Source: an optimization exercise on an open RTL-to-GDS flow (aim: small area and a short achievable clock period). Production flows keep margins and buffers that such runs may drop. Where RTL was checked, it was by simulation tests only, not by an equivalence proof against the original.

==> run E <==
## fp_mult_top
module fp_mult_top (
     clk, rst, rnd, a, b, z, status
);
==> module fp_mult_flags, before the edit <==
module fp_mult_flags (
    input  logic [9:0] e0,        
    input  logic [2:0] rnd,
    input  logic       s,
    input  logic       sticky,
    output logic [2:0] ovf,       
    output logic [2:0] unf,       
    output logic       rne,       
    output logic       incg,      
    output logic       incn,      
    output logic       ovinf,     
    output logic       unmin      
);
    logic m1, m2, m3, m4, m5, up;
    always_comb begin
        for (int k = 0; k < 3; k++) begin
            ovf[k] = $signed(e0) > $signed(10'd254 - 10'(k));
            unf[k] = $signed(e0) < $signed(10'd1 - 10'(k));
        end
        m1 = (rnd == 3'd1);
        m2 = (rnd == 3'd2);
        m3 = (rnd == 3'd3);
        m4 = (rnd == 3'd4);
        m5 = (rnd == 3'd5);
        up = (m2 & ~s) | (m3 & s);       
        rne = ~(m1 | m2 | m3 | m4 | m5);
        incg = up | m5 | (m4 & (~s | sticky)) | (rne & sticky);
        incn = sticky & (up | m5);
        ovinf = ~(m1 | (m2 & s) | (m3 & ~s));
        unmin = up | m5;
    end
endmodule
clock: 11.0 ns
lec_check: 0
cap_margin: 20
core_margin: 2
core_utilization: 60
cts_buf_list: sky130_fd_sc_hd__clkbuf_4 sky130_fd_sc_hd__clkbuf_8
slew_margin: 20
standard.sh (not shown) runs the stock make flow with config.mk's settings and CLKGATE_MAP_FILE= SYNTH_SCRIPT=/design/flow/synth_recipe.tcl, a recipe that flattens the netlist after the stock synthesis.
==> flow/flow/run.sh <==
#!/bin/bash
# The standard layout (standard.sh) with these make settings:
#  - port buffers are sky130_fd_sc_hd__buf_2 cells
#  - SYNTH_ARGS=-noabc: Yosys synth skips its early generic ABC pass, so that the
#    adder extraction sees the RTL's full adders as written
set -euo pipefail
bash standard.sh SETUP_SLACK_MARGIN=5.5 "BUFFER_PORTS_ARGS=-buffer_cell sky130_fd_sc_hd__buf_2" "SYNTH_ARGS=-noabc" finish > standard_make.log 2>&1
==> run X: changes against run E <==
==> flow/flow/run.sh (replaced) <==
#!/bin/bash
# The standard layout (standard.sh) with these make settings:
#  - port buffers are sky130_fd_sc_hd__buf_1 cells
#  - SYNTH_ARGS=-noabc: Yosys synth skips its early generic ABC pass (the
#    registers and their names come out as in the standard synthesis)
#  - DONT_USE_CELLS: the platform's list, plus the slow stacked OR3/OR4/AND4
#    cells, so that mapping builds wide ORs/ANDs from NAND/NOR gates
#  - SKIP_CTS_REPAIR_TIMING=1: timing repair runs once, after global routing
set -euo pipefail
DU="sky130_fd_sc_hd__probe_p_8 sky130_fd_sc_hd__probec_p_8 sky130_fd_sc_hd__lpflow_bleeder_1 sky130_fd_sc_hd__lpflow_clkbufkapwr_1 sky130_fd_sc_hd__lpflow_clkbufkapwr_16 sky130_fd_sc_hd__lpflow_clkbufkapwr_2 sky130_fd_sc_hd__lpflow_clkbufkapwr_4 sky130_fd_sc_hd__lpflow_clkbufkapwr_8 sky130_fd_sc_hd__lpflow_clkinvkapwr_1 sky130_fd_sc_hd__lpflow_clkinvkapwr_16 sky130_fd_sc_hd__lpflow_clkinvkapwr_2 sky130_fd_sc_hd__lpflow_clkinvkapwr_4 sky130_fd_sc_hd__lpflow_clkinvkapwr_8 sky130_fd_sc_hd__lpflow_decapkapwr_12 sky130_fd_sc_hd__lpflow_decapkapwr_3 sky130_fd_sc_hd__lpflow_decapkapwr_4 sky130_fd_sc_hd__lpflow_decapkapwr_6 sky130_fd_sc_hd__lpflow_decapkapwr_8 sky130_fd_sc_hd__lpflow_inputiso0n_1 sky130_fd_sc_hd__lpflow_inputiso0p_1 sky130_fd_sc_hd__lpflow_inputiso1n_1 sky130_fd_sc_hd__lpflow_inputiso1p_1 sky130_fd_sc_hd__lpflow_inputisolatch_1 sky130_fd_sc_hd__lpflow_isobufsrc_1 sky130_fd_sc_hd__lpflow_isobufsrc_16 sky130_fd_sc_hd__lpflow_isobufsrc_2 sky130_fd_sc_hd__lpflow_isobufsrc_4 sky130_fd_sc_hd__lpflow_isobufsrc_8 sky130_fd_sc_hd__lpflow_isobufsrckapwr_16 sky130_fd_sc_hd__lpflow_lsbuf_lh_hl_isowell_tap_1 sky130_fd_sc_hd__lpflow_lsbuf_lh_hl_isowell_tap_2 sky130_fd_sc_hd__lpflow_lsbuf_lh_hl_isowell_tap_4 sky130_fd_sc_hd__lpflow_lsbuf_lh_isowell_4 sky130_fd_sc_hd__lpflow_lsbuf_lh_isowell_tap_1 sky130_fd_sc_hd__lpflow_lsbuf_lh_isowell_tap_2 sky130_fd_sc_hd__lpflow_lsbuf_lh_isowell_tap_4"
DU="$DU sky130_fd_sc_hd__or4_1 sky130_fd_sc_hd__or4_2 sky130_fd_sc_hd__or4_4"
DU="$DU sky130_fd_sc_hd__or4b_1 sky130_fd_sc_hd__or4b_2 sky130_fd_sc_hd__or4b_4"
DU="$DU sky130_fd_sc_hd__or4bb_1 sky130_fd_sc_hd__or4bb_2 sky130_fd_sc_hd__or4bb_4"
DU="$DU sky130_fd_sc_hd__or3_1 sky130_fd_sc_hd__or3_2 sky130_fd_sc_hd__or3_4"
DU="$DU sky130_fd_sc_hd__or3b_1 sky130_fd_sc_hd__or3b_2 sky130_fd_sc_hd__or3b_4"
DU="$DU sky130_fd_sc_hd__and4_1 sky130_fd_sc_hd__and4_2 sky130_fd_sc_hd__and4_4"
bash standard.sh SETUP_SLACK_MARGIN=5.5 "BUFFER_PORTS_ARGS=-buffer_cell sky130_fd_sc_hd__buf_1" \
    "SYNTH_ARGS=-noabc" "DONT_USE_CELLS=$DU" SKIP_CTS_REPAIR_TIMING=1 finish > standard_make.log 2>&1
Settings changed: TNS_END_PERCENT set to 0.
==> run D: changes against run E <==
--- a/flow/design.v
+++ b/flow/design.v
@@ -130,23 +130,20 @@
     output logic       ovinf,     
     output logic       unmin      
 );
-    logic m1, m2, m3, m4, m5, up;
     always_comb begin
         for (int k = 0; k < 3; k++) begin
             ovf[k] = $signed(e0) > $signed(10'd254 - 10'(k));
             unf[k] = $signed(e0) < $signed(10'd1 - 10'(k));
         end
-        m1 = (rnd == 3'd1);
-        m2 = (rnd == 3'd2);
-        m3 = (rnd == 3'd3);
-        m4 = (rnd == 3'd4);
-        m5 = (rnd == 3'd5);
-        up = (m2 & ~s) | (m3 & s);       
-        rne = ~(m1 | m2 | m3 | m4 | m5);
-        incg = up | m5 | (m4 & (~s | sticky)) | (rne & sticky);
-        incn = sticky & (up | m5);
-        ovinf = ~(m1 | (m2 & s) | (m3 & ~s));
-        unmin = up | m5;
+        rne = 1'b0; incg = 1'b0; incn = 1'b0; ovinf = 1'b1; unmin = 1'b0;
+        case (rnd)
+            3'd1: begin ovinf = 1'b0; end
+            3'd2: begin incg = ~s; incn = ~s & sticky; ovinf = ~s; unmin = ~s; end
+            3'd3: begin incg = s; incn = s & sticky; ovinf = s; unmin = s; end
+            3'd4: begin incg = ~s | sticky; end
+            3'd5: begin incg = 1'b1; incn = sticky; unmin = 1'b1; end
+            default: begin rne = 1'b1; incg = sticky; end
+        endcase
     end
 endmodule
 module fp_mult_tree (
==> summary of the runs <==
- Run X finished clean. Run D went through all stages and came out clean. Run E produced a clean layout.
- Non-clock buffer count, lowest first: run X, run E, run D.
- Against run E, the clock-buffer cell count of run X is lower by 1.
- Between run D and run X, the lower clock skew is in run D (gap 3.7 ps).
- The lowest design area belongs to run X, the highest to run E.
==> figures <==
metric	run E	run D	run X
Tightest Pin Transition	1080 ps	874 ps	1030 ps
Fillers	2519	2561	2730
Worst reg-to-reg setup slack	5630 ps	5560 ps	5510 ps
Result of the run	complete, no violations	complete, no violations	complete, no violations
Sequential cell area	3420 um2	3450 um2	3360 um2
Clock Skews	13.8 ps	17.0 ps	20.6 ps
Final critical-path share of the clock period	48.8%	49.5%	50.0%
Proportion of final cell area spent on non-clock buffers	5.03%	5.31%	3.35%
Vias after detailed routing	17700	17600	17200
Function not checked in run D: the RTL went through the layout flow alone.

==> inputs of v24 <==
Starting RTL as in the previous note.
==> flow/design.v (excerpt) <==
module fp_mult_top (
     clk, rst, rnd, a, b, z, status
);
clock: 11.0 ns
lec_check: 0
cap_margin: 20
core_margin: 2
core_utilization: 60
cts_buf_list: sky130_fd_sc_hd__clkbuf_4 sky130_fd_sc_hd__clkbuf_8
slew_margin: 20
==> flow/flow/run.sh <==
#!/bin/bash
# The standard layout (standard.sh) with these make settings:
#  - port buffers are sky130_fd_sc_hd__buf_2 cells
#  - SYNTH_ARGS=-noabc: Yosys synth skips its early generic ABC pass (the
#    registers and their names come out as in the standard synthesis)
#  - DONT_USE_CELLS: the platform's list, plus the slow stacked OR3/OR4/AND4
#    cells, so that mapping builds wide ORs/ANDs from NAND/NOR gates
set -euo pipefail
DU="sky130_fd_sc_hd__probe_p_8 sky130_fd_sc_hd__probec_p_8 sky130_fd_sc_hd__lpflow_bleeder_1 sky130_fd_sc_hd__lpflow_clkbufkapwr_1 sky130_fd_sc_hd__lpflow_clkbufkapwr_16 sky130_fd_sc_hd__lpflow_clkbufkapwr_2 sky130_fd_sc_hd__lpflow_clkbufkapwr_4 sky130_fd_sc_hd__lpflow_clkbufkapwr_8 sky130_fd_sc_hd__lpflow_clkinvkapwr_1 sky130_fd_sc_hd__lpflow_clkinvkapwr_16 sky130_fd_sc_hd__lpflow_clkinvkapwr_2 sky130_fd_sc_hd__lpflow_clkinvkapwr_4 sky130_fd_sc_hd__lpflow_clkinvkapwr_8 sky130_fd_sc_hd__lpflow_decapkapwr_12 sky130_fd_sc_hd__lpflow_decapkapwr_3 sky130_fd_sc_hd__lpflow_decapkapwr_4 sky130_fd_sc_hd__lpflow_decapkapwr_6 sky130_fd_sc_hd__lpflow_decapkapwr_8 sky130_fd_sc_hd__lpflow_inputiso0n_1 sky130_fd_sc_hd__lpflow_inputiso0p_1 sky130_fd_sc_hd__lpflow_inputiso1n_1 sky130_fd_sc_hd__lpflow_inputiso1p_1 sky130_fd_sc_hd__lpflow_inputisolatch_1 sky130_fd_sc_hd__lpflow_isobufsrc_1 sky130_fd_sc_hd__lpflow_isobufsrc_16 sky130_fd_sc_hd__lpflow_isobufsrc_2 sky130_fd_sc_hd__lpflow_isobufsrc_4 sky130_fd_sc_hd__lpflow_isobufsrc_8 sky130_fd_sc_hd__lpflow_isobufsrckapwr_16 sky130_fd_sc_hd__lpflow_lsbuf_lh_hl_isowell_tap_1 sky130_fd_sc_hd__lpflow_lsbuf_lh_hl_isowell_tap_2 sky130_fd_sc_hd__lpflow_lsbuf_lh_hl_isowell_tap_4 sky130_fd_sc_hd__lpflow_lsbuf_lh_isowell_4 sky130_fd_sc_hd__lpflow_lsbuf_lh_isowell_tap_1 sky130_fd_sc_hd__lpflow_lsbuf_lh_isowell_tap_2 sky130_fd_sc_hd__lpflow_lsbuf_lh_isowell_tap_4"
DU="$DU sky130_fd_sc_hd__or4_1 sky130_fd_sc_hd__or4_2 sky130_fd_sc_hd__or4_4"
DU="$DU sky130_fd_sc_hd__or4b_1 sky130_fd_sc_hd__or4b_2 sky130_fd_sc_hd__or4b_4"
DU="$DU sky130_fd_sc_hd__or4bb_1 sky130_fd_sc_hd__or4bb_2 sky130_fd_sc_hd__or4bb_4"
DU="$DU sky130_fd_sc_hd__or3_1 sky130_fd_sc_hd__or3_2 sky130_fd_sc_hd__or3_4"
DU="$DU sky130_fd_sc_hd__or3b_1 sky130_fd_sc_hd__or3b_2 sky130_fd_sc_hd__or3b_4"
DU="$DU sky130_fd_sc_hd__and4_1 sky130_fd_sc_hd__and4_2 sky130_fd_sc_hd__and4_4"
bash standard.sh SETUP_SLACK_MARGIN=5.5 "BUFFER_PORTS_ARGS=-buffer_cell sky130_fd_sc_hd__buf_2" \
    "SYNTH_ARGS=-noabc" "DONT_USE_CELLS=$DU" finish > standard_make.log 2>&1
==> inputs of v17, as changes to v24 <==
--- a/flow/design.v
+++ b/flow/design.v
@@ -131,5 +131,4 @@
     output logic       unmin      
 );
-    logic m1, m2, m3, m4, m5, up;
     always_comb begin
         for (int k = 0; k < 3; k++) begin
@@ -137,15 +136,13 @@
             unf[k] = $signed(e0) < $signed(10'd1 - 10'(k));
         end
-        m1 = (rnd == 3'd1);
-        m2 = (rnd == 3'd2);
-        m3 = (rnd == 3'd3);
-        m4 = (rnd == 3'd4);
-        m5 = (rnd == 3'd5);
-        up = (m2 & ~s) | (m3 & s);       
-        rne = ~(m1 | m2 | m3 | m4 | m5);
-        incg = up | m5 | (m4 & (~s | sticky)) | (rne & sticky);
-        incn = sticky & (up | m5);
-        ovinf = ~(m1 | (m2 & s) | (m3 & ~s));
-        unmin = up | m5;
+        rne = 1'b0; incg = 1'b0; incn = 1'b0; ovinf = 1'b1; unmin = 1'b0;
+        case (rnd)
+            3'd1: begin ovinf = 1'b0; end
+            3'd2: begin incg = ~s; incn = ~s & sticky; ovinf = ~s; unmin = ~s; end
+            3'd3: begin incg = s; incn = s & sticky; ovinf = s; unmin = s; end
+            3'd4: begin incg = ~s | sticky; end
+            3'd5: begin incg = 1'b1; incn = sticky; unmin = 1'b1; end
+            default: begin rne = 1'b1; incg = sticky; end
+        endcase
     end
 endmodule
==> flow/flow/run.sh (replaced) <==
#!/bin/bash
# The standard layout (standard.sh, synthesis unchanged) with two make settings:
#  - the port buffers are sky130_fd_sc_hd__buf_2 cells
set -euo pipefail
bash standard.sh SETUP_SLACK_MARGIN=5.5 "BUFFER_PORTS_ARGS=-buffer_cell sky130_fd_sc_hd__buf_2" finish > standard_make.log 2>&1
==> inputs of v34, as changes to v24 <==
--- a/flow/flow/run.sh
+++ b/flow/flow/run.sh
@@ -14,4 +14,4 @@
 DU="$DU sky130_fd_sc_hd__or3b_1 sky130_fd_sc_hd__or3b_2 sky130_fd_sc_hd__or3b_4"
 DU="$DU sky130_fd_sc_hd__and4_1 sky130_fd_sc_hd__and4_2 sky130_fd_sc_hd__and4_4"
-bash standard.sh SETUP_SLACK_MARGIN=5.5 "BUFFER_PORTS_ARGS=-buffer_cell sky130_fd_sc_hd__buf_2" \
+bash standard.sh SETUP_SLACK_MARGIN=5.75 "BUFFER_PORTS_ARGS=-buffer_cell sky130_fd_sc_hd__buf_2" \
     "SYNTH_ARGS=-noabc" "DONT_USE_CELLS=$DU" finish > standard_make.log 2>&1
--- a/flow/config.mk
+++ b/flow/config.mk
@@ -8,5 +8,5 @@
 export CAP_MARGIN = 20
 export CORE_MARGIN = 2
-export CORE_UTILIZATION = 60
+export CORE_UTILIZATION = 66
 export CTS_BUF_LIST = sky130_fd_sc_hd__clkbuf_4 sky130_fd_sc_hd__clkbuf_8
 export SLEW_MARGIN = 20
==> notes <==
- In sequential cell count, v34 and v17 do not differ.
- In v34 the global-route usage is higher than in v17, by 4.5 points.
- Against v24, the wire length of v34 is larger by about 9%.
- Non-clock buffer count, lowest first: v17, v24, v34.
- In v34 the clock-buffer cell count is lower than in v17, by 2.
- The lowest utilization belongs to v17, the highest to v34.
- Worst hold slack: v24 is lower than v17 (0.0046 ns).
==> figures <==
Detailed-routed wire length on met3: v34 9.14 mm; v24 7.16 mm; v17 6.42 mm
Total die area: v34 30,100 sq um; v24 33,000 sq um; v17 34,000 sq um
Startpoint of the worst register-to-register path: v34 x31[4]$_DFF_P_; v24 x31[16]$_DFF_P_; v17 s11[3]$_DFF_P_
Met1 track demand over resource: v34 55.3%; v24 49.4%; v17 47.9%
Fraction of area in multi-input gates: v34 72.4%; v24 72.7%; v17 70.8%
Largest net degree at the start of global routing: v34 45; v24 45; v17 59
Worst Reg2Reg Path Length in Cells: v34 17; v24 16; v17 18
M1 WL: v34 25.3 mm; v24 24.7 mm; v17 25.0 mm
Quantity of gates resized following cts: v34 91; v24 43; v17 29
Max_slew headroom: v34 22.7%; v24 29.1%; v17 47.7%
Count of distinct cell types in the synthesized netlist: v34 87; v24 87; v17 83
Slew at the pin with the worst max-slew slack: v34 1.15 ns; v24 1.05 ns; v17 0.779 ns
Status: v34 finished clean; v24 finished clean; v17 finished clean
Final worst path period need: v34 5.27 ns; v24 5.45 ns; v17 5.51 ns
Wire length of the first global-routing pass: v34 96.9 mm; v24 91.4 mm; v17 96.1 mm
For v17, only the layout was checked, not whether the RTL still works.

-- re-timing with driven ports --
In the flow no input, the clock included, has a driving cell. The finished layouts below were timed again as built, in two steps. Step 1: set_driving_cell puts a clkbuf_16 on clk and a buf_2 on each other input, an assumption about the parent block. Step 2 adds t to the input delays and takes it off the output delays; t is the mean of the earliest and latest rising clock arrival at the registers after step 1. Input paths then give back, and output paths get back, about the clock's delay inside the block. Slacks: no drivers / after step 1 / after step 2; pairs: no drivers / after step 1.
| run | shift t [ns] | slack for setup (ns) | pins driven straight from the clock port |
|---|---|---|---|
| run E | 0.526 | 5.630 / 5.630 / 5.630 | 1 |
| run X | 0.542 | 5.498 / 5.444 / 5.508 | 1 |
| run D | 0.510 | 5.557 / 5.522 / 5.557 | 1 |
| v24 | 0.546 | 5.550 / 5.550 / 5.550 | 1 |
| v17 | 0.549 | 5.487 / 5.487 / 5.487 | 1 |
| v34 | 0.542 | 5.731 / 5.731 / 5.731 | 1 |
After both steps every run listed still meets setup and hold.
